Source: an optimization exercise on an open RTL-to-GDS flow (aim: small area). Production flows keep margins and buffers that such runs may drop. Function was not checked in any run shown here: the RTL went through the layout flow alone.

### flow/run.sh
#!/bin/bash
# synth_recipe.tcl (not shown) runs the flow's synth.tcl, then flattens the netlist and writes it again
# the make line also repeats each setting of config.mk as NAME=value (left out here)
make -C /OpenROAD-flow-scripts/flow DESIGN_CONFIG=/design/flow/config.mk WORK_HOME=/design/flow/orfs CLKGATE_MAP_FILE= SYNTH_SCRIPT=/design/flow/synth_recipe.tcl finish
### flow/config.mk
export PLATFORM = sky130hd
export DESIGN_NAME = processing_element
export DESIGN_NICKNAME = processing_element
export VERILOG_FILES = /design/flow/design.v
export SDC_FILE = /design/flow/constraint.sdc
export NUM_CORES = 4
export LEC_CHECK = 0
export CAP_MARGIN = 20
export CORE_MARGIN = 2
export CORE_UTILIZATION = 40
export SLEW_MARGIN = 20
export SYNTH_HIERARCHICAL = 1
### flow/constraint.sdc
create_clock -name core_clock -period 6.5 [get_ports {clk}]
set_input_delay 1.3000 -clock core_clock [delete_from_list [all_inputs] [get_ports {clk}]]
set_output_delay 1.3000 -clock core_clock [all_outputs]
set_load 0.01 [all_outputs]
### flow/design.v
module processing_element(activation, weight, out, clk, rst);
parameter NON_ZERO_WEIGHTS = 108,
          SPECIAL_CASE = 0,
          FRACTIONAL_BITS = 8,
          BIT_SIZE = 16;
output reg signed [BIT_SIZE-1:0] out;
input [BIT_SIZE-1:0] activation, weight;
input clk, rst;
reg [23:0] s_n;        
reg [15:0] d1, d2, d3, d4;   
reg [6:0] cnt;       
reg valid;           
wire load = (cnt == 0);
wire [23:0] nxt;
wire pp1;
wire pp2;
wire pp3;
wire pp4;
wire pp5;
wire pp6;
wire pp7;
wire pp8;
wire pp9;
wire pp10;
wire pp11;
wire pp12;
wire pp13;
wire pp14;
wire pp15;
wire pp16;
wire pp17;
wire pp18;
wire pp19;
wire pp20;
wire pp21;
wire pp22;
wire pp23;
wire pp24;
wire pp25;
wire pp26;
wire pp27;
wire pp28;
wire pp29;
wire pp30;
wire pp31;
wire pp32;
wire pp33;
wire pp34;
wire pp35;
wire pp36;
wire pp37;
wire pp38;
wire pp39;
wire pp40;
wire pp41;
wire pp42;
wire pp43;
wire pp44;
wire pp45;
wire pp46;
wire pp47;
wire pp48;
wire pp49;
wire pp50;
wire pp51;
wire pp52;
wire pp53;
wire pp54;
wire pp55;
wire pp56;
wire pp57;
wire pp58;
wire pp59;
wire pp60;
wire pp61;
wire pp62;
wire pp63;
wire pp64;
wire pp65;
wire pp66;
wire pp67;
wire pp68;
wire pp69;
wire pp70;
wire pp71;
wire pp72;
wire pp73;
wire pp74;
wire pp75;
wire pp76;
wire pp77;
wire pp78;
wire pp79;
wire pp80;
wire pp81;
wire pp82;
wire pp83;
wire pp84;
wire pp85;
wire pp86;
wire pp87;
wire pp88;
wire pp89;
wire pp90;
wire pp91;
wire pp92;
wire pp93;
wire pp94;
wire pp95;
wire pp96;
wire pp97;
wire pp98;
wire pp99;
wire pp100;
wire pp101;
wire pp102;
wire pp103;
wire pp104;
wire pp105;
wire pp106;
wire pp107;
wire pp108;
wire pp109;
wire pp110;
wire pp111;
wire pp112;
wire pp113;
wire pp114;
wire pp115;
wire pp116;
wire pp117;
wire pp118;
wire pp119;
wire pp120;
wire pp121;
wire pp122;
wire pp123;
wire pp124;
wire pp125;
wire pp126;
wire pp127;
wire pp128;
wire pp129;
wire pp130;
wire pp131;
wire pp132;
wire pp133;
wire pp134;
wire pp135;
wire pp136;
wire pp137;
wire pp138;
wire pp139;
wire pp140;
wire pp141;
wire pp142;
wire pp143;
wire pp144;
wire pp145;
wire pp146;
wire pp147;
wire pp148;
wire pp149;
wire pp150;
wire pp151;
wire pp152;
wire pp153;
wire pp154;
wire pp155;
wire pp156;
wire pp157;
wire pp158;
wire pp159;
wire pp160;
wire pp161;
wire pp162;
wire pp163;
wire pp164;
wire pp165;
wire pp166;
wire pp167;
wire pp168;
wire pp169;
wire pp170;
wire pp171;
wire pp172;
wire pp173;
wire pp174;
wire pp175;
wire pp176;
wire pp177;
wire pp178;
wire pp179;
wire pp180;
wire pp181;
wire pp182;
wire pp183;
wire pp184;
wire pp185;
wire pp186;
wire pp187;
wire pp188;
wire pp189;
wire pp190;
wire pp191;
wire pp192;
wire pp193;
wire pp194;
wire pp195;
wire pp196;
wire pp197;
wire pp198;
wire pp199;
wire pp200;
wire pp201;
wire pp202;
wire pp203;
wire pp204;
wire pp205;
wire pp206;
wire pp207;
wire pp208;
wire pp209;
wire pp210;
wire pp211;
wire pp212;
wire pp213;
wire pp214;
wire pp215;
wire pp216;
wire pp217;
wire pp218;
wire pp219;
wire pp220;
wire pp221;
wire pp222;
wire pp223;
wire pp224;
wire pp225;
wire pp226;
wire pp227;
wire pp228;
wire ac229;
wire ac230;
wire ac231;
wire ac232;
wire ac233;
wire ac234;
wire ac235;
wire ac236;
wire ac237;
wire ac238;
wire ac239;
wire ac240;
wire ac241;
wire ac242;
wire ac243;
wire ac244;
wire ac245;
wire ac246;
wire ac247;
wire ac248;
wire ac249;
wire ac250;
wire ac251;
wire ac252;
wire fs253;
wire fc254;
wire fs255;
wire fc256;
wire fs257;
wire fc258;
wire fs259;
wire fc260;
wire fs261;
wire fc262;
wire fs263;
wire fc264;
wire fs265;
wire fc266;
wire fs267;
wire fc268;
wire fs269;
wire fc270;
wire fs271;
wire fc272;
wire fs273;
wire fc274;
wire fs275;
wire fc276;
wire fs277;
wire fc278;
wire fs279;
wire fc280;
wire fs281;
wire fc282;
wire fs283;
wire fc284;
wire fs285;
wire fc286;
wire fs287;
wire fc288;
wire fs289;
wire fc290;
wire fs291;
wire fc292;
wire fs293;
wire fc294;
wire fs295;
wire fc296;
wire fs297;
wire fc298;
wire fs299;
wire fc300;
wire fs301;
wire fc302;
wire fs303;
wire fc304;
wire fs305;
wire fc306;
wire fs307;
wire fc308;
wire fs309;
wire fc310;
wire fs311;
wire fc312;
wire fs313;
wire fc314;
wire fs315;
wire fc316;
wire fs317;
wire fc318;
wire fs319;
wire fc320;
wire fs321;
wire fc322;
wire fs323;
wire fc324;
wire fs325;
wire fc326;
wire fs327;
wire fc328;
wire fs329;
wire fc330;
wire fs331;
wire fc332;
wire fs333;
wire fc334;
wire fs335;
wire fc336;
wire fs337;
wire fc338;
wire fs339;
wire fc340;
wire fs341;
wire fc342;
wire fs343;
wire fc344;
wire fs345;
wire fc346;
wire fs347;
wire fc348;
wire fs349;
wire fc350;
wire fs351;
wire fc352;
wire fs353;
wire fc354;
wire fs355;
wire fc356;
wire fs357;
wire fc358;
wire fs359;
wire fc360;
wire fs361;
wire fc362;
wire fs363;
wire fc364;
wire fs365;
wire fc366;
wire fs367;
wire fc368;
wire fs369;
wire fc370;
wire fs371;
wire fc372;
wire fs373;
wire fc374;
wire fs375;
wire fc376;
wire fs377;
wire fc378;
wire fs379;
wire fc380;
wire fs381;
wire fc382;
wire fs383;
wire fc384;
wire fs385;
wire fc386;
wire fs387;
wire fc388;
wire fs389;
wire fc390;
wire fs391;
wire fc392;
wire fs393;
wire fc394;
wire fs395;
wire fc396;
wire fs397;
wire fc398;
wire fs399;
wire fc400;
wire fs401;
wire fc402;
wire fs403;
wire fc404;
wire fs405;
wire fc406;
wire fs407;
wire fc408;
wire fs409;
wire fc410;
wire fs411;
wire fc412;
wire fs413;
wire fc414;
wire fs415;
wire fc416;
wire fs417;
wire fc418;
wire fs419;
wire fc420;
wire fs421;
wire fc422;
wire fs423;
wire fc424;
wire fs425;
wire fc426;
wire fs427;
wire fc428;
wire fs429;
wire fc430;
wire fs431;
wire fc432;
wire fs433;
wire fc434;
wire fs435;
wire fc436;
wire fs437;
wire fc438;
wire fs439;
wire fc440;
wire fs441;
wire fc442;
wire fs443;
wire fc444;
wire fs445;
wire fc446;
wire fs447;
wire fc448;
wire fs449;
wire fc450;
wire fs451;
wire fc452;
wire fs453;
wire fc454;
wire fs455;
wire fc456;
wire fs457;
wire fc458;
wire fs459;
wire fc460;
wire fs461;
wire fc462;
wire fs463;
wire fc464;
wire fs465;
wire fc466;
wire fs467;
wire fc468;
wire fs469;
wire fc470;
wire fs471;
wire fc472;
wire fs473;
wire fc474;
wire fs475;
wire fc476;
wire fs477;
wire fc478;
wire fs479;
wire fc480;
wire fs481;
wire fc482;
wire fs483;
wire fc484;
wire fs485;
wire fc486;
wire fs487;
wire fc488;
wire fs489;
wire fc490;
wire fs491;
wire fc492;
wire fs493;
wire fc494;
wire fs495;
wire fc496;
wire fs497;
wire fc498;
wire fs499;
wire fc500;
wire fs501;
wire fc502;
wire fs503;
wire fc504;
wire fs505;
wire fc506;
wire fs507;
wire fc508;
wire fs509;
wire fc510;
wire fs511;
wire fc512;
wire fs513;
wire fc514;
wire fs515;
wire fc516;
wire fs517;
wire fc518;
wire fs519;
wire fc520;
wire fs521;
wire fc522;
wire fs523;
wire fc524;
wire fs525;
wire fc526;
wire fs527;
wire fc528;
wire fs529;
wire fc530;
wire fs531;
wire fc532;
wire fs533;
wire fc534;
wire fs535;
wire fc536;
wire fs537;
wire fc538;
wire fs539;
wire fc540;
wire fs541;
wire fc542;
wire fs543;
wire fc544;
wire fs545;
wire fc546;
wire fs547;
wire fc548;
wire fs549;
wire fc550;
wire fs551;
wire fc552;
wire fs553;
wire fc554;
wire fs555;
wire fc556;
wire fs557;
wire fc558;
wire fs559;
wire fc560;
wire fs561;
wire fc562;
wire fs563;
wire fc564;
wire fs565;
wire fc566;
wire fs567;
wire fc568;
wire fs569;
wire fc570;
wire fs571;
wire fc572;
wire fs573;
wire fc574;
wire fs575;
wire fc576;
wire fs577;
wire fc578;
wire fs579;
wire fc580;
wire fs581;
wire fc582;
wire fs583;
wire fc584;
wire fs585;
wire fc586;
wire fs587;
wire fc588;
wire fs589;
wire fc590;
wire fs591;
wire fc592;
wire fs593;
wire fc594;
wire fs595;
wire fc596;
wire fs597;
wire fc598;
wire fs599;
wire fc600;
wire fs601;
wire fc602;
wire fs603;
wire fc604;
wire fs605;
wire fc606;
wire fs607;
wire fc608;
wire fs609;
wire fc610;
wire fs611;
wire fc612;
wire fs613;
wire fc614;
wire fs615;
wire fc616;
wire fs617;
wire fc618;
wire fs619;
wire fc620;
wire fs621;
wire fc622;
wire fs623;
wire fc624;
wire fs625;
wire fc626;
wire fs627;
wire fc628;
wire fs629;
wire fc630;
wire fs631;
wire fc632;
wire fs633;
wire fc634;
wire fs635;
wire fc636;
wire fs637;
wire fc638;
wire fs639;
wire fc640;
wire fs641;
wire fc642;
wire fs643;
wire fc644;
wire fs645;
wire fc646;
wire fs647;
wire fc648;
wire fs649;
wire fc650;
wire fs651;
wire fc652;
wire fs653;
wire fc654;
wire fs655;
wire fc656;
wire fs657;
wire fc658;
wire fs659;
wire fc660;
wire fs661;
wire fs662;
wire fs663;
wire fs664;
wire fs665;
wire fs666;
wire fs667;
wire fs668;
wire rc669;
wire rc670;
wire rc671;
wire rc672;
wire rc673;
wire rc674;
wire rc675;
wire rc676;
wire rc677;
wire rc678;
wire rc679;
wire rc680;
wire rc681;
wire rc682;
wire rc683;
wire rc684;
wire rc685;
wire rc686;
wire rc687;
wire rc688;
wire rc689;
wire rc690;
wire rc691;
assign pp1 = ~(activation[0] & weight[0]);
assign pp2 = ~(activation[0] & weight[1]);
assign pp3 = ~(activation[0] & weight[2]);
assign pp4 = ~(activation[0] & weight[3]);
assign pp5 = ~(activation[0] & weight[4]);
assign pp6 = ~(activation[0] & weight[5]);
assign pp7 = ~(activation[0] & weight[6]);
assign pp8 = ~(activation[0] & weight[7]);
assign pp9 = ~(activation[0] & weight[8]);
assign pp10 = ~(activation[0] & weight[9]);
assign pp11 = ~(activation[0] & weight[10]);
assign pp12 = ~(activation[0] & weight[11]);
assign pp13 = ~(activation[0] & weight[12]);
assign pp14 = ~(activation[0] & weight[13]);
assign pp15 = ~(activation[0] & weight[14]);
assign pp16 = ~(activation[1] & weight[0]);
assign pp17 = ~(activation[1] & weight[1]);
assign pp18 = ~(activation[1] & weight[2]);
assign pp19 = ~(activation[1] & weight[3]);
assign pp20 = ~(activation[1] & weight[4]);
assign pp21 = ~(activation[1] & weight[5]);
assign pp22 = ~(activation[1] & weight[6]);
assign pp23 = ~(activation[1] & weight[7]);
assign pp24 = ~(activation[1] & weight[8]);
assign pp25 = ~(activation[1] & weight[9]);
assign pp26 = ~(activation[1] & weight[10]);
assign pp27 = ~(activation[1] & weight[11]);
assign pp28 = ~(activation[1] & weight[12]);
assign pp29 = ~(activation[1] & weight[13]);
assign pp30 = ~(activation[1] & weight[14]);
assign pp31 = ~(activation[2] & weight[0]);
assign pp32 = ~(activation[2] & weight[1]);
assign pp33 = ~(activation[2] & weight[2]);
assign pp34 = ~(activation[2] & weight[3]);
assign pp35 = ~(activation[2] & weight[4]);
assign pp36 = ~(activation[2] & weight[5]);
assign pp37 = ~(activation[2] & weight[6]);
assign pp38 = ~(activation[2] & weight[7]);
assign pp39 = ~(activation[2] & weight[8]);
assign pp40 = ~(activation[2] & weight[9]);
assign pp41 = ~(activation[2] & weight[10]);
assign pp42 = ~(activation[2] & weight[11]);
assign pp43 = ~(activation[2] & weight[12]);
assign pp44 = ~(activation[2] & weight[13]);
assign pp45 = ~(activation[2] & weight[14]);
assign pp46 = ~(activation[3] & weight[0]);
assign pp47 = ~(activation[3] & weight[1]);
assign pp48 = ~(activation[3] & weight[2]);
assign pp49 = ~(activation[3] & weight[3]);
assign pp50 = ~(activation[3] & weight[4]);
assign pp51 = ~(activation[3] & weight[5]);
assign pp52 = ~(activation[3] & weight[6]);
assign pp53 = ~(activation[3] & weight[7]);
assign pp54 = ~(activation[3] & weight[8]);
assign pp55 = ~(activation[3] & weight[9]);
assign pp56 = ~(activation[3] & weight[10]);
assign pp57 = ~(activation[3] & weight[11]);
assign pp58 = ~(activation[3] & weight[12]);
assign pp59 = ~(activation[3] & weight[13]);
assign pp60 = ~(activation[3] & weight[14]);
assign pp61 = ~(activation[4] & weight[0]);
assign pp62 = ~(activation[4] & weight[1]);
assign pp63 = ~(activation[4] & weight[2]);
assign pp64 = ~(activation[4] & weight[3]);
assign pp65 = ~(activation[4] & weight[4]);
assign pp66 = ~(activation[4] & weight[5]);
assign pp67 = ~(activation[4] & weight[6]);
assign pp68 = ~(activation[4] & weight[7]);
assign pp69 = ~(activation[4] & weight[8]);
assign pp70 = ~(activation[4] & weight[9]);
assign pp71 = ~(activation[4] & weight[10]);
assign pp72 = ~(activation[4] & weight[11]);
assign pp73 = ~(activation[4] & weight[12]);
assign pp74 = ~(activation[4] & weight[13]);
assign pp75 = ~(activation[4] & weight[14]);
assign pp76 = ~(activation[5] & weight[0]);
assign pp77 = ~(activation[5] & weight[1]);
assign pp78 = ~(activation[5] & weight[2]);
assign pp79 = ~(activation[5] & weight[3]);
assign pp80 = ~(activation[5] & weight[4]);
assign pp81 = ~(activation[5] & weight[5]);
assign pp82 = ~(activation[5] & weight[6]);
assign pp83 = ~(activation[5] & weight[7]);
assign pp84 = ~(activation[5] & weight[8]);
assign pp85 = ~(activation[5] & weight[9]);
assign pp86 = ~(activation[5] & weight[10]);
assign pp87 = ~(activation[5] & weight[11]);
assign pp88 = ~(activation[5] & weight[12]);
assign pp89 = ~(activation[5] & weight[13]);
assign pp90 = ~(activation[5] & weight[14]);
assign pp91 = ~(activation[6] & weight[0]);
assign pp92 = ~(activation[6] & weight[1]);
assign pp93 = ~(activation[6] & weight[2]);
assign pp94 = ~(activation[6] & weight[3]);
assign pp95 = ~(activation[6] & weight[4]);
assign pp96 = ~(activation[6] & weight[5]);
assign pp97 = ~(activation[6] & weight[6]);
assign pp98 = ~(activation[6] & weight[7]);
assign pp99 = ~(activation[6] & weight[8]);
assign pp100 = ~(activation[6] & weight[9]);
assign pp101 = ~(activation[6] & weight[10]);
assign pp102 = ~(activation[6] & weight[11]);
assign pp103 = ~(activation[6] & weight[12]);
assign pp104 = ~(activation[6] & weight[13]);
assign pp105 = ~(activation[6] & weight[14]);
assign pp106 = ~(activation[7] & weight[0]);
assign pp107 = ~(activation[7] & weight[1]);
assign pp108 = ~(activation[7] & weight[2]);
assign pp109 = ~(activation[7] & weight[3]);
assign pp110 = ~(activation[7] & weight[4]);
assign pp111 = ~(activation[7] & weight[5]);
assign pp112 = ~(activation[7] & weight[6]);
assign pp113 = ~(activation[7] & weight[7]);
assign pp114 = ~(activation[7] & weight[8]);
assign pp115 = ~(activation[7] & weight[9]);
assign pp116 = ~(activation[7] & weight[10]);
assign pp117 = ~(activation[7] & weight[11]);
assign pp118 = ~(activation[7] & weight[12]);
assign pp119 = ~(activation[7] & weight[13]);
assign pp120 = ~(activation[7] & weight[14]);
assign pp121 = ~(activation[8] & weight[0]);
assign pp122 = ~(activation[8] & weight[1]);
assign pp123 = ~(activation[8] & weight[2]);
assign pp124 = ~(activation[8] & weight[3]);
assign pp125 = ~(activation[8] & weight[4]);
assign pp126 = ~(activation[8] & weight[5]);
assign pp127 = ~(activation[8] & weight[6]);
assign pp128 = ~(activation[8] & weight[7]);
assign pp129 = ~(activation[8] & weight[8]);
assign pp130 = ~(activation[8] & weight[9]);
assign pp131 = ~(activation[8] & weight[10]);
assign pp132 = ~(activation[8] & weight[11]);
assign pp133 = ~(activation[8] & weight[12]);
assign pp134 = ~(activation[8] & weight[13]);
assign pp135 = ~(activation[8] & weight[14]);
assign pp136 = ~(activation[9] & weight[0]);
assign pp137 = ~(activation[9] & weight[1]);
assign pp138 = ~(activation[9] & weight[2]);
assign pp139 = ~(activation[9] & weight[3]);
assign pp140 = ~(activation[9] & weight[4]);
assign pp141 = ~(activation[9] & weight[5]);
assign pp142 = ~(activation[9] & weight[6]);
assign pp143 = ~(activation[9] & weight[7]);
assign pp144 = ~(activation[9] & weight[8]);
assign pp145 = ~(activation[9] & weight[9]);
assign pp146 = ~(activation[9] & weight[10]);
assign pp147 = ~(activation[9] & weight[11]);
assign pp148 = ~(activation[9] & weight[12]);
assign pp149 = ~(activation[9] & weight[13]);
assign pp150 = ~(activation[9] & weight[14]);
assign pp151 = ~(activation[10] & weight[0]);
assign pp152 = ~(activation[10] & weight[1]);
assign pp153 = ~(activation[10] & weight[2]);
assign pp154 = ~(activation[10] & weight[3]);
assign pp155 = ~(activation[10] & weight[4]);
assign pp156 = ~(activation[10] & weight[5]);
assign pp157 = ~(activation[10] & weight[6]);
assign pp158 = ~(activation[10] & weight[7]);
assign pp159 = ~(activation[10] & weight[8]);
assign pp160 = ~(activation[10] & weight[9]);
assign pp161 = ~(activation[10] & weight[10]);
assign pp162 = ~(activation[10] & weight[11]);
assign pp163 = ~(activation[10] & weight[12]);
assign pp164 = ~(activation[10] & weight[13]);
assign pp165 = ~(activation[11] & weight[0]);
assign pp166 = ~(activation[11] & weight[1]);
assign pp167 = ~(activation[11] & weight[2]);
assign pp168 = ~(activation[11] & weight[3]);
assign pp169 = ~(activation[11] & weight[4]);
assign pp170 = ~(activation[11] & weight[5]);
assign pp171 = ~(activation[11] & weight[6]);
assign pp172 = ~(activation[11] & weight[7]);
assign pp173 = ~(activation[11] & weight[8]);
assign pp174 = ~(activation[11] & weight[9]);
assign pp175 = ~(activation[11] & weight[10]);
assign pp176 = ~(activation[11] & weight[11]);
assign pp177 = ~(activation[11] & weight[12]);
assign pp178 = ~(activation[12] & weight[0]);
assign pp179 = ~(activation[12] & weight[1]);
assign pp180 = ~(activation[12] & weight[2]);
assign pp181 = ~(activation[12] & weight[3]);
assign pp182 = ~(activation[12] & weight[4]);
assign pp183 = ~(activation[12] & weight[5]);
assign pp184 = ~(activation[12] & weight[6]);
assign pp185 = ~(activation[12] & weight[7]);
assign pp186 = ~(activation[12] & weight[8]);
assign pp187 = ~(activation[12] & weight[9]);
assign pp188 = ~(activation[12] & weight[10]);
assign pp189 = ~(activation[12] & weight[11]);
assign pp190 = ~(activation[13] & weight[0]);
assign pp191 = ~(activation[13] & weight[1]);
assign pp192 = ~(activation[13] & weight[2]);
assign pp193 = ~(activation[13] & weight[3]);
assign pp194 = ~(activation[13] & weight[4]);
assign pp195 = ~(activation[13] & weight[5]);
assign pp196 = ~(activation[13] & weight[6]);
assign pp197 = ~(activation[13] & weight[7]);
assign pp198 = ~(activation[13] & weight[8]);
assign pp199 = ~(activation[13] & weight[9]);
assign pp200 = ~(activation[13] & weight[10]);
assign pp201 = ~(activation[14] & weight[0]);
assign pp202 = ~(activation[14] & weight[1]);
assign pp203 = ~(activation[14] & weight[2]);
assign pp204 = ~(activation[14] & weight[3]);
assign pp205 = ~(activation[14] & weight[4]);
assign pp206 = ~(activation[14] & weight[5]);
assign pp207 = ~(activation[14] & weight[6]);
assign pp208 = ~(activation[14] & weight[7]);
assign pp209 = ~(activation[14] & weight[8]);
assign pp210 = ~(activation[14] & weight[9]);
assign pp211 = (activation[15] & weight[0]);
assign pp212 = (activation[0] & weight[15]);
assign pp213 = (activation[15] & weight[1]);
assign pp214 = (activation[1] & weight[15]);
assign pp215 = (activation[15] & weight[2]);
assign pp216 = (activation[2] & weight[15]);
assign pp217 = (activation[15] & weight[3]);
assign pp218 = (activation[3] & weight[15]);
assign pp219 = (activation[15] & weight[4]);
assign pp220 = (activation[4] & weight[15]);
assign pp221 = (activation[15] & weight[5]);
assign pp222 = (activation[5] & weight[15]);
assign pp223 = (activation[15] & weight[6]);
assign pp224 = (activation[6] & weight[15]);
assign pp225 = (activation[15] & weight[7]);
assign pp226 = (activation[7] & weight[15]);
assign pp227 = (activation[15] & weight[8]);
assign pp228 = (activation[8] & weight[15]);
assign ac229 = s_n[0] | load;
assign ac230 = s_n[1] | load;
assign ac231 = s_n[2] | load;
assign ac232 = s_n[3] | load;
assign ac233 = s_n[4] | load;
assign ac234 = s_n[5] | load;
assign ac235 = s_n[6] | load;
assign ac236 = s_n[7] | load;
assign ac237 = s_n[8] | load;
assign ac238 = s_n[9] | load;
assign ac239 = s_n[10] | load;
assign ac240 = s_n[11] | load;
assign ac241 = s_n[12] | load;
assign ac242 = s_n[13] | load;
assign ac243 = s_n[14] | load;
assign ac244 = s_n[15] | load;
assign ac245 = s_n[16] | load;
assign ac246 = s_n[17] | load;
assign ac247 = s_n[18] | load;
assign ac248 = s_n[19] | load;
assign ac249 = s_n[20] | load;
assign ac250 = s_n[21] | load;
assign ac251 = s_n[22] | load;
assign ac252 = s_n[23] | load;
pe_fa u_fa1 (.a(ac230), .b(pp2), .c(pp16), .s(fs253), .co(fc254));
pe_fa u_fa2 (.a(ac231), .b(pp3), .c(pp17), .s(fs255), .co(fc256));
pe_fa u_fa3 (.a(pp31), .b(fc254), .c(fs255), .s(fs257), .co(fc258));
pe_fa u_fa4 (.a(ac232), .b(pp4), .c(pp18), .s(fs259), .co(fc260));
pe_fa u_fa5 (.a(pp32), .b(pp46), .c(fc256), .s(fs261), .co(fc262));
pe_fa u_fa6 (.a(fs259), .b(fc258), .c(fs261), .s(fs263), .co(fc264));
pe_fa u_fa7 (.a(ac233), .b(pp5), .c(pp19), .s(fs265), .co(fc266));
pe_fa u_fa8 (.a(pp33), .b(pp47), .c(pp61), .s(fs267), .co(fc268));
pe_fa u_fa9 (.a(fc260), .b(fs265), .c(fs267), .s(fs269), .co(fc270));
pe_fa u_fa10 (.a(fc262), .b(fs269), .c(fc264), .s(fs271), .co(fc272));
pe_fa u_fa11 (.a(ac234), .b(pp6), .c(pp20), .s(fs273), .co(fc274));
pe_fa u_fa12 (.a(pp34), .b(pp48), .c(pp62), .s(fs275), .co(fc276));
pe_fa u_fa13 (.a(pp76), .b(fc266), .c(fc268), .s(fs277), .co(fc278));
pe_fa u_fa14 (.a(fs273), .b(fs275), .c(fc270), .s(fs279), .co(fc280));
pe_fa u_fa15 (.a(fs277), .b(fs279), .c(fc272), .s(fs281), .co(fc282));
pe_fa u_fa16 (.a(ac235), .b(pp7), .c(pp21), .s(fs283), .co(fc284));
pe_fa u_fa17 (.a(pp35), .b(pp49), .c(pp63), .s(fs285), .co(fc286));
pe_fa u_fa18 (.a(pp77), .b(pp91), .c(fc274), .s(fs287), .co(fc288));
pe_fa u_fa19 (.a(fc276), .b(fs283), .c(fs285), .s(fs289), .co(fc290));
pe_fa u_fa20 (.a(fc278), .b(fs287), .c(fs289), .s(fs291), .co(fc292));
pe_fa u_fa21 (.a(fc280), .b(fs291), .c(fc282), .s(fs293), .co(fc294));
pe_fa u_fa22 (.a(ac236), .b(pp8), .c(pp22), .s(fs295), .co(fc296));
pe_fa u_fa23 (.a(pp36), .b(pp50), .c(pp64), .s(fs297), .co(fc298));
pe_fa u_fa24 (.a(pp78), .b(pp92), .c(pp106), .s(fs299), .co(fc300));
pe_fa u_fa25 (.a(fc284), .b(fc286), .c(fs295), .s(fs301), .co(fc302));
pe_fa u_fa26 (.a(fs297), .b(fs299), .c(fc288), .s(fs303), .co(fc304));
pe_fa u_fa27 (.a(fc290), .b(fs301), .c(fs303), .s(fs305), .co(fc306));
pe_fa u_fa28 (.a(fc292), .b(fs305), .c(fc294), .s(fs307), .co(fc308));
pe_fa u_fa29 (.a(ac237), .b(pp9), .c(pp23), .s(fs309), .co(fc310));
pe_fa u_fa30 (.a(pp37), .b(pp51), .c(pp65), .s(fs311), .co(fc312));
pe_fa u_fa31 (.a(pp79), .b(pp93), .c(pp107), .s(fs313), .co(fc314));
pe_fa u_fa32 (.a(pp121), .b(fc296), .c(fc298), .s(fs315), .co(fc316));
pe_fa u_fa33 (.a(fc300), .b(fs309), .c(fs311), .s(fs317), .co(fc318));
pe_fa u_fa34 (.a(fs313), .b(fc302), .c(fs315), .s(fs319), .co(fc320));
pe_fa u_fa35 (.a(fs317), .b(fc304), .c(fs319), .s(fs321), .co(fc322));
pe_fa u_fa36 (.a(fc306), .b(fs321), .c(fc308), .s(fs323), .co(fc324));
pe_fa u_fa37 (.a(ac238), .b(pp10), .c(pp24), .s(fs325), .co(fc326));
pe_fa u_fa38 (.a(pp38), .b(pp52), .c(pp66), .s(fs327), .co(fc328));
pe_fa u_fa39 (.a(pp80), .b(pp94), .c(pp108), .s(fs329), .co(fc330));
pe_fa u_fa40 (.a(pp122), .b(pp136), .c(fc310), .s(fs331), .co(fc332));
pe_fa u_fa41 (.a(fc312), .b(fc314), .c(fs325), .s(fs333), .co(fc334));
pe_fa u_fa42 (.a(fs327), .b(fs329), .c(fc316), .s(fs335), .co(fc336));
pe_fa u_fa43 (.a(fc318), .b(fs331), .c(fs333), .s(fs337), .co(fc338));
pe_fa u_fa44 (.a(fc320), .b(fs335), .c(fs337), .s(fs339), .co(fc340));
pe_fa u_fa45 (.a(fc322), .b(fs339), .c(fc324), .s(fs341), .co(fc342));
pe_fa u_fa46 (.a(ac239), .b(pp11), .c(pp25), .s(fs343), .co(fc344));
pe_fa u_fa47 (.a(pp39), .b(pp53), .c(pp67), .s(fs345), .co(fc346));
pe_fa u_fa48 (.a(pp81), .b(pp95), .c(pp109), .s(fs347), .co(fc348));
pe_fa u_fa49 (.a(pp123), .b(pp137), .c(pp151), .s(fs349), .co(fc350));
pe_fa u_fa50 (.a(fc326), .b(fc328), .c(fc330), .s(fs351), .co(fc352));
pe_fa u_fa51 (.a(fs343), .b(fs345), .c(fs347), .s(fs353), .co(fc354));
pe_fa u_fa52 (.a(fs349), .b(fc332), .c(fc334), .s(fs355), .co(fc356));
pe_fa u_fa53 (.a(fs351), .b(fs353), .c(fc336), .s(fs357), .co(fc358));
pe_fa u_fa54 (.a(fc338), .b(fs355), .c(fs357), .s(fs359), .co(fc360));
pe_fa u_fa55 (.a(fc340), .b(fs359), .c(fc342), .s(fs361), .co(fc362));
pe_fa u_fa56 (.a(ac240), .b(pp12), .c(pp26), .s(fs363), .co(fc364));
pe_fa u_fa57 (.a(pp40), .b(pp54), .c(pp68), .s(fs365), .co(fc366));
pe_fa u_fa58 (.a(pp82), .b(pp96), .c(pp110), .s(fs367), .co(fc368));
pe_fa u_fa59 (.a(pp124), .b(pp138), .c(pp152), .s(fs369), .co(fc370));
pe_fa u_fa60 (.a(pp165), .b(fc344), .c(fc346), .s(fs371), .co(fc372));
pe_fa u_fa61 (.a(fc348), .b(fc350), .c(fs363), .s(fs373), .co(fc374));
pe_fa u_fa62 (.a(fs365), .b(fs367), .c(fs369), .s(fs375), .co(fc376));
pe_fa u_fa63 (.a(fc352), .b(fc354), .c(fs371), .s(fs377), .co(fc378));
pe_fa u_fa64 (.a(fs373), .b(fs375), .c(fc356), .s(fs379), .co(fc380));
pe_fa u_fa65 (.a(fs377), .b(fc358), .c(fs379), .s(fs381), .co(fc382));
pe_fa u_fa66 (.a(fc360), .b(fs381), .c(fc362), .s(fs383), .co(fc384));
pe_fa u_fa67 (.a(ac241), .b(pp13), .c(pp27), .s(fs385), .co(fc386));
pe_fa u_fa68 (.a(pp41), .b(pp55), .c(pp69), .s(fs387), .co(fc388));
pe_fa u_fa69 (.a(pp83), .b(pp97), .c(pp111), .s(fs389), .co(fc390));
pe_fa u_fa70 (.a(pp125), .b(pp139), .c(pp153), .s(fs391), .co(fc392));
pe_fa u_fa71 (.a(pp166), .b(pp178), .c(fc364), .s(fs393), .co(fc394));
pe_fa u_fa72 (.a(fc366), .b(fc368), .c(fc370), .s(fs395), .co(fc396));
pe_fa u_fa73 (.a(fs385), .b(fs387), .c(fs389), .s(fs397), .co(fc398));
pe_fa u_fa74 (.a(fs391), .b(fc372), .c(fc374), .s(fs399), .co(fc400));
pe_fa u_fa75 (.a(fc376), .b(fs393), .c(fs395), .s(fs401), .co(fc402));
pe_fa u_fa76 (.a(fs397), .b(fc378), .c(fs399), .s(fs403), .co(fc404));
pe_fa u_fa77 (.a(fs401), .b(fc380), .c(fs403), .s(fs405), .co(fc406));
pe_fa u_fa78 (.a(fc382), .b(fs405), .c(fc384), .s(fs407), .co(fc408));
pe_fa u_fa79 (.a(ac242), .b(pp14), .c(pp28), .s(fs409), .co(fc410));
pe_fa u_fa80 (.a(pp42), .b(pp56), .c(pp70), .s(fs411), .co(fc412));
pe_fa u_fa81 (.a(pp84), .b(pp98), .c(pp112), .s(fs413), .co(fc414));
pe_fa u_fa82 (.a(pp126), .b(pp140), .c(pp154), .s(fs415), .co(fc416));
pe_fa u_fa83 (.a(pp167), .b(pp179), .c(pp190), .s(fs417), .co(fc418));
pe_fa u_fa84 (.a(fc386), .b(fc388), .c(fc390), .s(fs419), .co(fc420));
pe_fa u_fa85 (.a(fc392), .b(fs409), .c(fs411), .s(fs421), .co(fc422));
pe_fa u_fa86 (.a(fs413), .b(fs415), .c(fs417), .s(fs423), .co(fc424));
pe_fa u_fa87 (.a(fc394), .b(fc396), .c(fc398), .s(fs425), .co(fc426));
pe_fa u_fa88 (.a(fs419), .b(fs421), .c(fs423), .s(fs427), .co(fc428));
pe_fa u_fa89 (.a(fc400), .b(fc402), .c(fs425), .s(fs429), .co(fc430));
pe_fa u_fa90 (.a(fs427), .b(fc404), .c(fs429), .s(fs431), .co(fc432));
pe_fa u_fa91 (.a(fc406), .b(fs431), .c(fc408), .s(fs433), .co(fc434));
pe_fa u_fa92 (.a(ac243), .b(pp15), .c(pp29), .s(fs435), .co(fc436));
pe_fa u_fa93 (.a(pp43), .b(pp57), .c(pp71), .s(fs437), .co(fc438));
pe_fa u_fa94 (.a(pp85), .b(pp99), .c(pp113), .s(fs439), .co(fc440));
pe_fa u_fa95 (.a(pp127), .b(pp141), .c(pp155), .s(fs441), .co(fc442));
pe_fa u_fa96 (.a(pp168), .b(pp180), .c(pp191), .s(fs443), .co(fc444));
pe_fa u_fa97 (.a(pp201), .b(fc410), .c(fc412), .s(fs445), .co(fc446));
pe_fa u_fa98 (.a(fc414), .b(fc416), .c(fc418), .s(fs447), .co(fc448));
pe_fa u_fa99 (.a(fs435), .b(fs437), .c(fs439), .s(fs449), .co(fc450));
pe_fa u_fa100 (.a(fs441), .b(fs443), .c(fc420), .s(fs451), .co(fc452));
pe_fa u_fa101 (.a(fc422), .b(fc424), .c(fs445), .s(fs453), .co(fc454));
pe_fa u_fa102 (.a(fs447), .b(fs449), .c(fc426), .s(fs455), .co(fc456));
pe_fa u_fa103 (.a(fs451), .b(fc428), .c(fs453), .s(fs457), .co(fc458));
pe_fa u_fa104 (.a(fc430), .b(fs455), .c(fs457), .s(fs459), .co(fc460));
pe_fa u_fa105 (.a(fc432), .b(fs459), .c(fc434), .s(fs461), .co(fc462));
pe_fa u_fa106 (.a(ac244), .b(pp30), .c(pp44), .s(fs463), .co(fc464));
pe_fa u_fa107 (.a(pp58), .b(pp72), .c(pp86), .s(fs465), .co(fc466));
pe_fa u_fa108 (.a(pp100), .b(pp114), .c(pp128), .s(fs467), .co(fc468));
pe_fa u_fa109 (.a(pp142), .b(pp156), .c(pp169), .s(fs469), .co(fc470));
pe_fa u_fa110 (.a(pp181), .b(pp192), .c(pp202), .s(fs471), .co(fc472));
pe_fa u_fa111 (.a(pp211), .b(pp212), .c(fc436), .s(fs473), .co(fc474));
pe_fa u_fa112 (.a(fc438), .b(fc440), .c(fc442), .s(fs475), .co(fc476));
pe_fa u_fa113 (.a(fc444), .b(fs463), .c(fs465), .s(fs477), .co(fc478));
pe_fa u_fa114 (.a(fs467), .b(fs469), .c(fs471), .s(fs479), .co(fc480));
pe_fa u_fa115 (.a(fc446), .b(fc448), .c(fc450), .s(fs481), .co(fc482));
pe_fa u_fa116 (.a(fs473), .b(fs475), .c(fs477), .s(fs483), .co(fc484));
pe_fa u_fa117 (.a(fs479), .b(fc452), .c(fc454), .s(fs485), .co(fc486));
pe_fa u_fa118 (.a(fs481), .b(fs483), .c(fc456), .s(fs487), .co(fc488));
pe_fa u_fa119 (.a(fc458), .b(fs485), .c(fs487), .s(fs489), .co(fc490));
pe_fa u_fa120 (.a(fc460), .b(fs489), .c(fc462), .s(fs491), .co(fc492));
pe_fa u_fa121 (.a(1'b0), .b(ac245), .c(pp45), .s(fs493), .co(fc494));
pe_fa u_fa122 (.a(pp59), .b(pp73), .c(pp87), .s(fs495), .co(fc496));
pe_fa u_fa123 (.a(pp101), .b(pp115), .c(pp129), .s(fs497), .co(fc498));
pe_fa u_fa124 (.a(pp143), .b(pp157), .c(pp170), .s(fs499), .co(fc500));
pe_fa u_fa125 (.a(pp182), .b(pp193), .c(pp203), .s(fs501), .co(fc502));
pe_fa u_fa126 (.a(pp213), .b(pp214), .c(fc464), .s(fs503), .co(fc504));
pe_fa u_fa127 (.a(fc466), .b(fc468), .c(fc470), .s(fs505), .co(fc506));
pe_fa u_fa128 (.a(fc472), .b(fs493), .c(fs495), .s(fs507), .co(fc508));
pe_fa u_fa129 (.a(fs497), .b(fs499), .c(fs501), .s(fs509), .co(fc510));
pe_fa u_fa130 (.a(fc474), .b(fc476), .c(fc478), .s(fs511), .co(fc512));
pe_fa u_fa131 (.a(fc480), .b(fs503), .c(fs505), .s(fs513), .co(fc514));
pe_fa u_fa132 (.a(fs507), .b(fs509), .c(fc482), .s(fs515), .co(fc516));
pe_fa u_fa133 (.a(fc484), .b(fs511), .c(fs513), .s(fs517), .co(fc518));
pe_fa u_fa134 (.a(fc486), .b(fs515), .c(fs517), .s(fs519), .co(fc520));
pe_fa u_fa135 (.a(fc488), .b(fs519), .c(fc490), .s(fs521), .co(fc522));
pe_fa u_fa136 (.a(ac246), .b(pp60), .c(pp74), .s(fs523), .co(fc524));
pe_fa u_fa137 (.a(pp88), .b(pp102), .c(pp116), .s(fs525), .co(fc526));
pe_fa u_fa138 (.a(pp130), .b(pp144), .c(pp158), .s(fs527), .co(fc528));
pe_fa u_fa139 (.a(pp171), .b(pp183), .c(pp194), .s(fs529), .co(fc530));
pe_fa u_fa140 (.a(pp204), .b(pp215), .c(pp216), .s(fs531), .co(fc532));
pe_fa u_fa141 (.a(fc494), .b(fc496), .c(fc498), .s(fs533), .co(fc534));
pe_fa u_fa142 (.a(fc500), .b(fc502), .c(fs523), .s(fs535), .co(fc536));
pe_fa u_fa143 (.a(fs525), .b(fs527), .c(fs529), .s(fs537), .co(fc538));
pe_fa u_fa144 (.a(fs531), .b(fc504), .c(fc506), .s(fs539), .co(fc540));
pe_fa u_fa145 (.a(fc508), .b(fc510), .c(fs533), .s(fs541), .co(fc542));
pe_fa u_fa146 (.a(fs535), .b(fs537), .c(fc512), .s(fs543), .co(fc544));
pe_fa u_fa147 (.a(fc514), .b(fs539), .c(fs541), .s(fs545), .co(fc546));
pe_fa u_fa148 (.a(fc516), .b(fc518), .c(fs543), .s(fs547), .co(fc548));
pe_fa u_fa149 (.a(fs545), .b(fc520), .c(fs547), .s(fs549), .co(fc550));
pe_fa u_fa150 (.a(ac247), .b(pp75), .c(pp89), .s(fs551), .co(fc552));
pe_fa u_fa151 (.a(pp103), .b(pp117), .c(pp131), .s(fs553), .co(fc554));
pe_fa u_fa152 (.a(pp145), .b(pp159), .c(pp172), .s(fs555), .co(fc556));
pe_fa u_fa153 (.a(pp184), .b(pp195), .c(pp205), .s(fs557), .co(fc558));
pe_fa u_fa154 (.a(pp217), .b(pp218), .c(fc524), .s(fs559), .co(fc560));
pe_fa u_fa155 (.a(fc526), .b(fc528), .c(fc530), .s(fs561), .co(fc562));
pe_fa u_fa156 (.a(fc532), .b(fs551), .c(fs553), .s(fs563), .co(fc564));
pe_fa u_fa157 (.a(fs555), .b(fs557), .c(fc534), .s(fs565), .co(fc566));
pe_fa u_fa158 (.a(fc536), .b(fc538), .c(fs559), .s(fs567), .co(fc568));
pe_fa u_fa159 (.a(fs561), .b(fs563), .c(fc540), .s(fs569), .co(fc570));
pe_fa u_fa160 (.a(fc542), .b(fs565), .c(fs567), .s(fs571), .co(fc572));
pe_fa u_fa161 (.a(fc544), .b(fs569), .c(fc546), .s(fs573), .co(fc574));
pe_fa u_fa162 (.a(fs571), .b(fc548), .c(fs573), .s(fs575), .co(fc576));
pe_fa u_fa163 (.a(ac248), .b(pp90), .c(pp104), .s(fs577), .co(fc578));
pe_fa u_fa164 (.a(pp118), .b(pp132), .c(pp146), .s(fs579), .co(fc580));
pe_fa u_fa165 (.a(pp160), .b(pp173), .c(pp185), .s(fs581), .co(fc582));
pe_fa u_fa166 (.a(pp196), .b(pp206), .c(pp219), .s(fs583), .co(fc584));
pe_fa u_fa167 (.a(pp220), .b(fc552), .c(fc554), .s(fs585), .co(fc586));
pe_fa u_fa168 (.a(fc556), .b(fc558), .c(fs577), .s(fs587), .co(fc588));
pe_fa u_fa169 (.a(fs579), .b(fs581), .c(fs583), .s(fs589), .co(fc590));
pe_fa u_fa170 (.a(fc560), .b(fc562), .c(fc564), .s(fs591), .co(fc592));
pe_fa u_fa171 (.a(fs585), .b(fs587), .c(fs589), .s(fs593), .co(fc594));
pe_fa u_fa172 (.a(fc566), .b(fc568), .c(fs591), .s(fs595), .co(fc596));
pe_fa u_fa173 (.a(fs593), .b(fc570), .c(fc572), .s(fs597), .co(fc598));
pe_fa u_fa174 (.a(fs595), .b(fc574), .c(fs597), .s(fs599), .co(fc600));
pe_fa u_fa175 (.a(ac249), .b(pp105), .c(pp119), .s(fs601), .co(fc602));
pe_fa u_fa176 (.a(pp133), .b(pp147), .c(pp161), .s(fs603), .co(fc604));
pe_fa u_fa177 (.a(pp174), .b(pp186), .c(pp197), .s(fs605), .co(fc606));
pe_fa u_fa178 (.a(pp207), .b(pp221), .c(pp222), .s(fs607), .co(fc608));
pe_fa u_fa179 (.a(fc578), .b(fc580), .c(fc582), .s(fs609), .co(fc610));
pe_fa u_fa180 (.a(fc584), .b(fs601), .c(fs603), .s(fs611), .co(fc612));
pe_fa u_fa181 (.a(fs605), .b(fs607), .c(fc586), .s(fs613), .co(fc614));
pe_fa u_fa182 (.a(fc588), .b(fc590), .c(fs609), .s(fs615), .co(fc616));
pe_fa u_fa183 (.a(fs611), .b(fc592), .c(fs613), .s(fs617), .co(fc618));
pe_fa u_fa184 (.a(fc594), .b(fs615), .c(fc596), .s(fs619), .co(fc620));
pe_fa u_fa185 (.a(fs617), .b(fc598), .c(fs619), .s(fs621), .co(fc622));
pe_fa u_fa186 (.a(ac250), .b(pp120), .c(pp134), .s(fs623), .co(fc624));
pe_fa u_fa187 (.a(pp148), .b(pp162), .c(pp175), .s(fs625), .co(fc626));
pe_fa u_fa188 (.a(pp187), .b(pp198), .c(pp208), .s(fs627), .co(fc628));
pe_fa u_fa189 (.a(pp223), .b(pp224), .c(fc602), .s(fs629), .co(fc630));
pe_fa u_fa190 (.a(fc604), .b(fc606), .c(fc608), .s(fs631), .co(fc632));
pe_fa u_fa191 (.a(fs623), .b(fs625), .c(fs627), .s(fs633), .co(fc634));
pe_fa u_fa192 (.a(fc610), .b(fc612), .c(fs629), .s(fs635), .co(fc636));
pe_fa u_fa193 (.a(fs631), .b(fs633), .c(fc614), .s(fs637), .co(fc638));
pe_fa u_fa194 (.a(fc616), .b(fs635), .c(fc618), .s(fs639), .co(fc640));
pe_fa u_fa195 (.a(fs637), .b(fc620), .c(fs639), .s(fs641), .co(fc642));
pe_fa u_fa196 (.a(ac251), .b(pp135), .c(pp149), .s(fs643), .co(fc644));
pe_fa u_fa197 (.a(pp163), .b(pp176), .c(pp188), .s(fs645), .co(fc646));
pe_fa u_fa198 (.a(pp199), .b(pp209), .c(pp225), .s(fs647), .co(fc648));
pe_fa u_fa199 (.a(pp226), .b(fc624), .c(fc626), .s(fs649), .co(fc650));
pe_fa u_fa200 (.a(fc628), .b(fs643), .c(fs645), .s(fs651), .co(fc652));
pe_fa u_fa201 (.a(fs647), .b(fc630), .c(fc632), .s(fs653), .co(fc654));
pe_fa u_fa202 (.a(fc634), .b(fs649), .c(fs651), .s(fs655), .co(fc656));
pe_fa u_fa203 (.a(fc636), .b(fs653), .c(fs655), .s(fs657), .co(fc658));
pe_fa u_fa204 (.a(fc638), .b(fs657), .c(fc640), .s(fs659), .co(fc660));
assign fs661 = ac252 ^ pp150 ^ pp164;
assign fs662 = pp177 ^ pp189 ^ pp200;
assign fs663 = pp210 ^ pp227 ^ pp228;
assign fs664 = fc644 ^ fc646 ^ fc648;
assign fs665 = fs661 ^ fs662 ^ fs663;
assign fs666 = fc650 ^ fc652 ^ fs664;
assign fs667 = fs665 ^ fc654 ^ fc656;
assign fs668 = fs666 ^ fc658 ^ fs667;
pe_fa u_fa205 (.a(pp1), .b(ac229), .c(1'b1), .s(nxt[0]), .co(rc669));
pe_fa u_fa206 (.a(fs253), .b(1'b1), .c(rc669), .s(nxt[1]), .co(rc670));
pe_fa u_fa207 (.a(fs257), .b(1'b1), .c(rc670), .s(nxt[2]), .co(rc671));
pe_fa u_fa208 (.a(fs263), .b(1'b1), .c(rc671), .s(nxt[3]), .co(rc672));
pe_fa u_fa209 (.a(fs271), .b(1'b1), .c(rc672), .s(nxt[4]), .co(rc673));
pe_fa u_fa210 (.a(fs281), .b(1'b1), .c(rc673), .s(nxt[5]), .co(rc674));
pe_fa u_fa211 (.a(fs293), .b(1'b1), .c(rc674), .s(nxt[6]), .co(rc675));
pe_fa u_fa212 (.a(fs307), .b(1'b1), .c(rc675), .s(nxt[7]), .co(rc676));
pe_fa u_fa213 (.a(fs323), .b(1'b1), .c(rc676), .s(nxt[8]), .co(rc677));
pe_fa u_fa214 (.a(fs341), .b(1'b1), .c(rc677), .s(nxt[9]), .co(rc678));
pe_fa u_fa215 (.a(fs361), .b(1'b1), .c(rc678), .s(nxt[10]), .co(rc679));
pe_fa u_fa216 (.a(fs383), .b(1'b1), .c(rc679), .s(nxt[11]), .co(rc680));
pe_fa u_fa217 (.a(fs407), .b(1'b1), .c(rc680), .s(nxt[12]), .co(rc681));
pe_fa u_fa218 (.a(fs433), .b(1'b1), .c(rc681), .s(nxt[13]), .co(rc682));
pe_fa u_fa219 (.a(fs461), .b(1'b1), .c(rc682), .s(nxt[14]), .co(rc683));
pe_fa u_fa220 (.a(fs491), .b(1'b1), .c(rc683), .s(nxt[15]), .co(rc684));
pe_fa u_fa221 (.a(fc492), .b(fs521), .c(rc684), .s(nxt[16]), .co(rc685));
pe_fa u_fa222 (.a(fc522), .b(fs549), .c(rc685), .s(nxt[17]), .co(rc686));
pe_fa u_fa223 (.a(fc550), .b(fs575), .c(rc686), .s(nxt[18]), .co(rc687));
pe_fa u_fa224 (.a(fc576), .b(fs599), .c(rc687), .s(nxt[19]), .co(rc688));
pe_fa u_fa225 (.a(fc600), .b(fs621), .c(rc688), .s(nxt[20]), .co(rc689));
pe_fa u_fa226 (.a(fc622), .b(fs641), .c(rc689), .s(nxt[21]), .co(rc690));
pe_fa u_fa227 (.a(fc642), .b(fs659), .c(rc690), .s(nxt[22]), .co(rc691));
assign nxt[23] = fc660 ^ fs668 ^ rc691;
always @(posedge clk) begin
  s_n <= nxt;
  d1 <= s_n[FRACTIONAL_BITS+15:FRACTIONAL_BITS];
  d2 <= d1;
  d3 <= d2;
  d4 <= d3;
  if (!rst) begin
    cnt <= 0;
    valid <= 1'b0;
    out <= 0;
  end else begin
    cnt <= (cnt == NON_ZERO_WEIGHTS - 1) ? 7'd0 : cnt + 7'd1;
    valid <= valid | (cnt == 4);
    out <= valid ? ~d4 : 16'd0;
  end
end
endmodule
module pe_fa(a, b, c, s, co);
input a, b, c;
output s, co;
assign s = a ^ b ^ c;
assign co = (a & b) | (a & c) | (b & c);
endmodule
==> results of run 1 <==
==> modules after synthesis (local to each module, per instance) <==
module | cells inside | flops+latches
pe_fa | 1 | 0
processing_element | 464 | 112
==> timing repair <==
item / 4_1_cts / 5_1_grt
setup buffers: 8 / 0
gates resized for setup: 35 / 1
pin swaps: 24 / 0
setup endpoints to repair: 13 / 11
hold buffers: 0 / 0
==> metrics by stage <==
step / setup slack (ns) / std cells / TNS, ns
after floorplan: -3.89 / 706 / -19.49
after global placement: -5.08 / 1042 / -34.46
after detailed placement: -5.19 / 1042 / -35.31
after CTS: -4.12 / 1065 / -22.07
after global routing: -4.35 / 1065 / -23.83
final: -4.10 / 1065 / -21.95
==> synthesized netlist by cell type, types with 3 or more instances <==
cell type                  instances  area share (%)
sky130_fd_sc_hd__or2_2            23             1.7
sky130_fd_sc_hd__nor2_1           22            0.98
sky130_fd_sc_hd__nand3_1           3            0.18
sky130_fd_sc_hd__xnor3_1           3            0.80
sky130_fd_sc_hd__dfxtp_1         112              27
sky130_fd_sc_hd__nand2_1         213             9.5
sky130_fd_sc_hd__and2_1           17             1.3
sky130_fd_sc_hd__clkbuf_1         36             1.6
sky130_fd_sc_hd__fa_1            227              54
sky130_fd_sc_hd__inv_1             4            0.18
sky130_fd_sc_hd__xor2_1            3            0.31
sky130_fd_sc_hd__xnor2_1          11             1.1
==> worst reg2reg max path, delay by kind of cell, from the launching register on <==
family                   cells  cell delay (ns)
XOR/XNOR                     4             0.84
adder cells (fa/ha/maj)     24             8.46
AND/OR/NAND/NOR              3             0.79
buffers and inverters        1             0.06
flip-flops                   1             0.33
==> final cells by class <==
| class | count | area (um^2) |
|---|---|---|
| fillers | 1878 | 10800 |
| multi-input cells | 554 | 6220 |
| flip-flops and latches | 112 | 2240 |
| repair buffers | 105 | 932 |
| well taps | 275 | 344 |
| clock buffers | 10 | 239 |
| clock inverters | 5 | 62.6 |
| inverters | 4 | 15.0 |
==> per-layer routing <==
layer	vias to the layer above	routed length (um)	global-route usage, %
met1	2795	8490	27.1
met4	0	345	5.14
met5	-	0	0
li1	2234	-	-
met3	33	1900	5.08
met2	259	9850	31.3
==> registers in the layout, indices dropped and copies added (netlist names) <==
signal / flops
cnt: 7
d1: 16
d2: 16
d3: 16
d4: 16
out: 16
s_n: 24
valid: 1
==> worst paths after layout <==
| path | start | endpoint | slack, ns | cells past startpoint |
|---|---|---|---|---|
| worst max-delay path | weight[1] | s_n[23] | -4.10 | 29 |
| worst min-delay path | d2[2] | d3[2] | 0.33 | 0 |
| worst max register to register | cnt[1] | s_n[23] | -4.07 | 32 |
| worst min register to register | d2[2] | d3[2] | 0.33 | 0 |
==> kinds of logic (layout without fill, tap and decap cells) <==
kind of cell | Yosys count | in the layout | share of synthesized area, %
AOI/OAI and AO/OA | 5 | 5 | 0.401
and+or+nand+nor | 285 | 285 | 14.4
buffers and inverters | 40 | 124 | 1.78
DFF | 112 | 112 | 26.6
other | 2 | 17 | 0.0891
adders and majority gates | 229 | 229 | 54.2
xor gates and xnor gates | 18 | 18 | 2.54
==> flow_summary.rst, run 1 <==
.. list-table::
   :header-rows: 1

   * - Metric
     - Value
   * - Worst path setup slack after routing
     - -4.10 ns
   * - Cell type of the slowest stage on the worst timing path
     - sky130_fd_sc_hd__fa_1
   * - TritonCTS clock tree
     - built
   * - Most common cell after layout, fill and taps aside
     - sky130_fd_sc_hd__nand2_1
   * - DRT iter0 DRCs
     - 408
   * - Total GRT Usage
     - 19.7%
   * - # nets final
     - 1,049
   * - Violated checks
     - setup timing
   * - Stage delay of the slowest cell on the critical path
     - 0.48 ns
   * - Vias per Instance
     - 5.00
   * - Most frequent cells in the layout
     - 210 x sky130_fd_sc_hd__nand2_1, 186 x sky130_fd_sc_hd__fa_1, 110 x sky130_fd_sc_hd__dfxtp_1, 47 x sky130_fd_sc_hd__buf_4, 41 x sky130_fd_sc_hd__fa_2
   * - Final Instance Area
     - 0.0101 mm^2
   * - Count of maximum capacitance violations
     - 0
   * - Summed instance area of the synthesized netlist
     - 0.00843 mm^2
   * - Max-slew violation count
     - 0
   * - WP buf/inv
     - 1
   * - Die span in y
     - 149 um
   * - Post-synthesis sequential element count
     - 112
   * - Die span in x
     - 149 um
   * - Synth-to-Final Area Change
     - 19.4%
   * - Most frequent CP cell
     - sky130_fd_sc_hd__fa_2
   * - Clock insertion delay at the later pin of the skew report
     - 0.33 ns
   * - Core Area
     - 0.0208 mm^2
   * - Number of synthesized flops with an enable pin
     - 0
   * - Final Util
     - 48.3%
   * - Initial cell density of the core
     - 40.5%
   * - Total detailed-routing wirelength
     - 20,600 um
   * - Average detailed-routed wire length per instance
     - 19.3 um
   * - Clock buffer depth
     - 2
   * - Worst Path Arrival
     - 10.82 ns
   * - Status
     - complete, but fails checks
   * - Detailed Place HPWL
     - 16,300 um
   * - Global-route congestion overflow total
     - 0
   * - Portion of the post-synthesis area used by sequential elements
     - 26.6%
   * - Startpoint type of the worst setup path
     - input pin
   * - Total number of vias
     - 5,321
   * - Final Setup Violations
     - 11
   * - Ratio of final minimum period to clock period
     - 163%
   * - Share of async-settable or async-resettable flops after synthesis
     - 0%
   * - Ys Warns
     - 7
   * - Fin Clk Skew
     - 0.00670 ns
   * - Mean instance size in the synthesized netlist
     - 12.2 um^2
   * - Crit path kind
     - in2reg
   * - Maximum fanout encountered on the critical timing path
     - 3
   * - Clock transition time at the flip-flop clock pins of the worst setup and hold paths
     - 0.07 ns
   * - Yosys cell types
     - 25
   * - CTS H-tree depth
     - 3
   * - Number of nets with antenna violations after detailed routing
     - 0
   * - Slew HR
     - 46.6%
   * - Diode insertion count for antenna repair
     - 0
   * - Top achievable clock speed
     - 94.4 MHz
   * - Worst path required time
     - 6.72 ns
   * - Prevailing post-synth register cell
     - sky130_fd_sc_hd__dfxtp_1
   * - Wire length of the first global-routing pass
     - 32,800 um
   * - Full die area
     - 0.0222 mm^2
   * - Antenna violations before repair
     - 0
   * - Clock sink count
     - 112
   * - Largest net degree at the start of global routing
     - 20
   * - Worst slew pin tran
     - 0.790 ns
   * - Number of cell rows
     - 53
   * - Buffers added on ports
     - 49
   * - Kind of end point of the critical path
     - flop
   * - Dominant delay contributor by cell family on the critical path
     - adder cells
   * - Post-route DRC
     - 0
   * - CTS Buf Count
     - 9
   * - Via count of the first global-routing pass
     - 5,964
   * - Clock period minus final worst setup slack
     - 10.60 ns
   * - Worst hold slack
     - 0.325 ns
   * - Share of post-route cells with drive strength above 1
     - 19.1%
   * - Total iterations of the first detailed-routing run
     - 7
   * - Setup repair after global routing missed its margin
     - true
   * - Synthesized netlist cell count
     - 691
   * - Type of the tightest min-delay check
     - reg2reg
   * - Count of final hold-check violations
     - 0
   * - Root Buffer Master
     - sky130_fd_sc_hd__clkbuf_16
   * - Routability Congestion
     - 0.917
   * - Post-placement cell area
     - 0.00966 mm^2
   * - Number of ports placed on the die boundary
     - 50
==> run 2: changes to the inputs <==
--- a/flow/design.v
+++ b/flow/design.v
@@ -682,25 +682,2 @@
 wire fs668;
-wire rc669;
-wire rc670;
-wire rc671;
-wire rc672;
-wire rc673;
-wire rc674;
-wire rc675;
-wire rc676;
-wire rc677;
-wire rc678;
-wire rc679;
-wire rc680;
-wire rc681;
-wire rc682;
-wire rc683;
-wire rc684;
-wire rc685;
-wire rc686;
-wire rc687;
-wire rc688;
-wire rc689;
-wire rc690;
-wire rc691;
 assign pp1 = ~(activation[0] & weight[0]);
@@ -1169,26 +1146,3 @@
 assign fs668 = fs666 ^ fc658 ^ fs667;
-pe_fa u_fa205 (.a(pp1), .b(ac229), .c(1'b1), .s(nxt[0]), .co(rc669));
-pe_fa u_fa206 (.a(fs253), .b(1'b1), .c(rc669), .s(nxt[1]), .co(rc670));
-pe_fa u_fa207 (.a(fs257), .b(1'b1), .c(rc670), .s(nxt[2]), .co(rc671));
-pe_fa u_fa208 (.a(fs263), .b(1'b1), .c(rc671), .s(nxt[3]), .co(rc672));
-pe_fa u_fa209 (.a(fs271), .b(1'b1), .c(rc672), .s(nxt[4]), .co(rc673));
-pe_fa u_fa210 (.a(fs281), .b(1'b1), .c(rc673), .s(nxt[5]), .co(rc674));
-pe_fa u_fa211 (.a(fs293), .b(1'b1), .c(rc674), .s(nxt[6]), .co(rc675));
-pe_fa u_fa212 (.a(fs307), .b(1'b1), .c(rc675), .s(nxt[7]), .co(rc676));
-pe_fa u_fa213 (.a(fs323), .b(1'b1), .c(rc676), .s(nxt[8]), .co(rc677));
-pe_fa u_fa214 (.a(fs341), .b(1'b1), .c(rc677), .s(nxt[9]), .co(rc678));
-pe_fa u_fa215 (.a(fs361), .b(1'b1), .c(rc678), .s(nxt[10]), .co(rc679));
-pe_fa u_fa216 (.a(fs383), .b(1'b1), .c(rc679), .s(nxt[11]), .co(rc680));
-pe_fa u_fa217 (.a(fs407), .b(1'b1), .c(rc680), .s(nxt[12]), .co(rc681));
-pe_fa u_fa218 (.a(fs433), .b(1'b1), .c(rc681), .s(nxt[13]), .co(rc682));
-pe_fa u_fa219 (.a(fs461), .b(1'b1), .c(rc682), .s(nxt[14]), .co(rc683));
-pe_fa u_fa220 (.a(fs491), .b(1'b1), .c(rc683), .s(nxt[15]), .co(rc684));
-pe_fa u_fa221 (.a(fc492), .b(fs521), .c(rc684), .s(nxt[16]), .co(rc685));
-pe_fa u_fa222 (.a(fc522), .b(fs549), .c(rc685), .s(nxt[17]), .co(rc686));
-pe_fa u_fa223 (.a(fc550), .b(fs575), .c(rc686), .s(nxt[18]), .co(rc687));
-pe_fa u_fa224 (.a(fc576), .b(fs599), .c(rc687), .s(nxt[19]), .co(rc688));
-pe_fa u_fa225 (.a(fc600), .b(fs621), .c(rc688), .s(nxt[20]), .co(rc689));
-pe_fa u_fa226 (.a(fc622), .b(fs641), .c(rc689), .s(nxt[21]), .co(rc690));
-pe_fa u_fa227 (.a(fc642), .b(fs659), .c(rc690), .s(nxt[22]), .co(rc691));
-assign nxt[23] = fc660 ^ fs668 ^ rc691;
+assign nxt = {fc660, fc642, fc622, fc600, fc576, fc550, fc522, fc492, fs491, fs461, fs433, fs407, fs383, fs361, fs341, fs323, fs307, fs293, fs281, fs271, fs263, fs257, fs253, pp1} + {fs668, fs659, fs641, fs621, fs599, fs575, fs549, fs521, 1'b1, 1'b1, 1'b1, 1'b1, 1'b1, 1'b1, 1'b1, 1'b1, 1'b1, 1'b1, 1'b1, 1'b1, 1'b1, 1'b1, 1'b1, ac229} + 24'd1;
 always @(posedge clk) begin
==> flow_summary.rst, run 2 <==
.. list-table::
   :header-rows: 1

   * - Metric
     - Value
   * - Status
     - complete, but fails checks
   * - Violated checks
     - setup timing
   * - Prevailing post-synth register cell
     - sky130_fd_sc_hd__dfxtp_1
   * - TritonCTS clock tree
     - built
   * - Most numerous cell in the Yosys netlist
     - sky130_fd_sc_hd__nand2_1
   * - Buffers added on ports
     - 49 (unchanged)
   * - Global-route congestion overflow total
     - 0 (unchanged)
   * - Synthesized netlist cell count
     - 758 (+9.7%)
   * - Startpoint type of the worst setup path
     - input pin
   * - Clock insertion delay at the later pin of the skew report
     - 0.34 ns (about the same)
   * - Clock buffer depth
     - 2 (unchanged)
   * - CTS Buf Count
     - 9 (unchanged)
   * - Register with the highest flop count
     - s_n
   * - Post-placement cell area
     - 0.00994 mm^2 (+2.8%)
   * - Number of nets with antenna violations after detailed routing
     - 0 (unchanged)
   * - Worst path setup slack after routing
     - -1.67 ns (+2.43 ns)
   * - Summed instance area of the synthesized netlist
     - 0.00856 mm^2 (+1.6%)
   * - Synth-to-Final Area Change
     - 21.6%
   * - Setup repair after global routing missed its margin
     - true
   * - Detailed Place HPWL
     - 16,700 um (+2.7%)
   * - Cell type of the slowest stage on the worst timing path
     - sky130_fd_sc_hd__fa_2
   * - Die span in x
     - 150 um (+0.77%)
   * - Library cell occupying the most area in the post-synthesis netlist
     - sky130_fd_sc_hd__fa_1
   * - # nets final
     - 1,113 (+6.1%)
   * - Antenna violations before repair
     - 2 (+2)
   * - Number of flip-flops in the largest register
     - 24 (unchanged)
   * - Final Setup Violations
     - 11 (unchanged)
   * - Dominant delay contributor by cell family on the critical path
     - adder cells
   * - Share of post-route cells with drive strength above 1
     - 18.8% (-0.36 points)
   * - Most frequent cells in the layout
     - 215 x sky130_fd_sc_hd__nand2_1, 188 x sky130_fd_sc_hd__fa_1, 111 x sky130_fd_sc_hd__dfxtp_1, 71 x sky130_fd_sc_hd__buf_4, 39 x sky130_fd_sc_hd__clkdlybuf4s50_1
   * - DRT iter0 DRCs
     - 358 (-12%)
   * - Top achievable clock speed
     - 122 MHz (+30%)
   * - Routability Congestion
     - 0.920 (+0.26%)
   * - Largest cells by area after synthesis
     - sky130_fd_sc_hd__fa_1 48%, sky130_fd_sc_hd__dfxtp_1 26%, sky130_fd_sc_hd__nand2_1 9.6%, sky130_fd_sc_hd__xnor2_1 2.8%, sky130_fd_sc_hd__ha_1 1.6%
   * - Top cells by instance count after synthesis
     - 218 x sky130_fd_sc_hd__nand2_1, 204 x sky130_fd_sc_hd__fa_1, 112 x sky130_fd_sc_hd__dfxtp_1
   * - Initial cell density of the core
     - 40.7% (+0.25 points)
   * - Mean instance size in the synthesized netlist
     - 11.3 um^2 (-7.4%)
   * - Vias per Instance
     - 4.90 (-1.9%)
   * - Most common cell after layout, fill and taps aside
     - sky130_fd_sc_hd__nand2_1
   * - CTS Hold Buffers Added
     - 0 (unchanged)
   * - Largest net degree at the start of global routing
     - 21 (+5.0%)
   * - Die span in y
     - 150 um (+0.77%)
   * - Placed insts
     - 1,124 (+7.9%)
   * - Count of final hold-check violations
     - 0 (unchanged)
   * - CTS H-tree depth
     - 3 (unchanged)
   * - Total number of vias
     - 5,619 (+5.6%)
   * - Clock period minus final worst setup slack
     - 8.17 ns (-2.43 ns)
[run 2: cell types whose count changed after synthesis, sizes merged, moves of 3 or more]
cell / before / now
a21oi: 0 / 4
fa: 227 / 204
ha: 2 / 11
inv: 4 / 9
nand2: 213 / 218
nand3: 3 / 8
nor2: 23 / 35
nor3: 1 / 7
nor4: 0 / 4
or4: 0 / 3
xnor2: 11 / 27
xor2: 3 / 12
[run 2: cell families after synthesis]
kind of cell             count (synthesis)  share of synthesized area (%)
XOR/XNOR                                40                           4.25
AO/OA/AOI/OAI                           18                           1.49
buffers and inverters                   44                           1.93
flip-flops                             112                           26.2
adder cells (fa/ha/maj)                215                           49.3
other                                    1                         0.0438
AND/OR/NAND/NOR                        328                           16.8
[run 2: modules after synthesis, one instance, submodules excluded]
module,flip-flops and latches,cells
pe_fa,0,1
processing_element,112,554
[run 2: path summary, 6_finish.rpt]
check        startpoint      end  slack [ns]  cells past startpoint
min reg2reg       d1[7]    d2[7]        0.33                      0
min               d1[7]    d2[7]        0.33                      0
max reg2reg      cnt[0]  s_n[22]       -1.64                     25
max           weight[2]  s_n[22]       -1.67                     23
[run 2: stage by stage]
stage | setup TNS, ns | hold WS (ns)
CTS | -13.42 | 0.328
global placement | -20.66 | 0.311
floorplan | -11.77 | 0.310
detailed placement | -21.36 | 0.312
global route | -15.11 | 0.332
finish | -13.37 | 0.328
[run 2: metal layers]
| layer | track usage (%) | vias to the layer above | wire [um] | share of wire (%) |
|---|---|---|---|---|
| met1 | 28.6 | 2850 | 9610 | 46 |
| met3 | 4.00 | 31 | 1420 | 6.8 |
| met2 | 30.9 | 201 | 9520 | 45 |
| li1 | - | 2537 | - | - |
| met4 | 5.94 | 0 | 391 | 1.9 |
| met5 | 0 | - | 0 | 0 |
[run 2: worst register-to-register path: cells and delay by family (launching register included)]
kind,cells,cell delay (ns)
xor+xnor,1,0.15
flops,1,0.33
fa+ha+maj,16,5.62
compound gates,3,0.58
simple gates,4,1.32
buf+inv,1,0.06
[run 2: layout make-up]
| class | count | area [um^2] |
|---|---|---|
| Tap cell | 275 | 344 |
| Clock buffer | 9 | 225 |
| Sequential cell | 112 | 2240 |
| Fill cell | 1903 | 10600 |
| Clock inverter | 7 | 58.8 |
| Timing Repair Buffer | 130 | 1140 |
| Inverter | 9 | 33.8 |
| Antenna cell | 2 | 5.00 |
| Multi-Input combinational cell | 602 | 6360 |
[run 2: timing repair]
item | CTS | global route
setup buffers | 3 | 3
pin swaps | 12 | 5
gates resized for setup | 40 | 9
setup endpoints to repair | 12 | 11

-- separate check: timing with driven ports --
Ports are ideal in the flow. The routed layouts listed here were re-timed in OpenROAD.
Step 1: set_driving_cell puts a clkbuf_16 on clk and a buf_2 on each other input, an assumption about the parent block.
Step 2, shift: input delay + t, output delay - t, t = (earliest + latest rising clock arrival at the registers) / 2. This alone moves slack from input paths to output paths.
Three values: ideal, step 1, step 2; two values: the first two.
run	shift t [ns]	setup slack, ns	hold slack, ns	slew at the worst register clock pin (ns)
run 1	0.373	-4.096 / -4.093 / -4.466	0.325 / 0.325 / 0.325	0.07 / 0.07
run 2	0.369	-1.669 / -1.653 / -2.022	0.328 / 0.328 / 0.328	0.07 / 0.07
The setup slack of run 1, which loses most, moves by +0.003 ns with the drivers and by -0.370 ns with both steps.
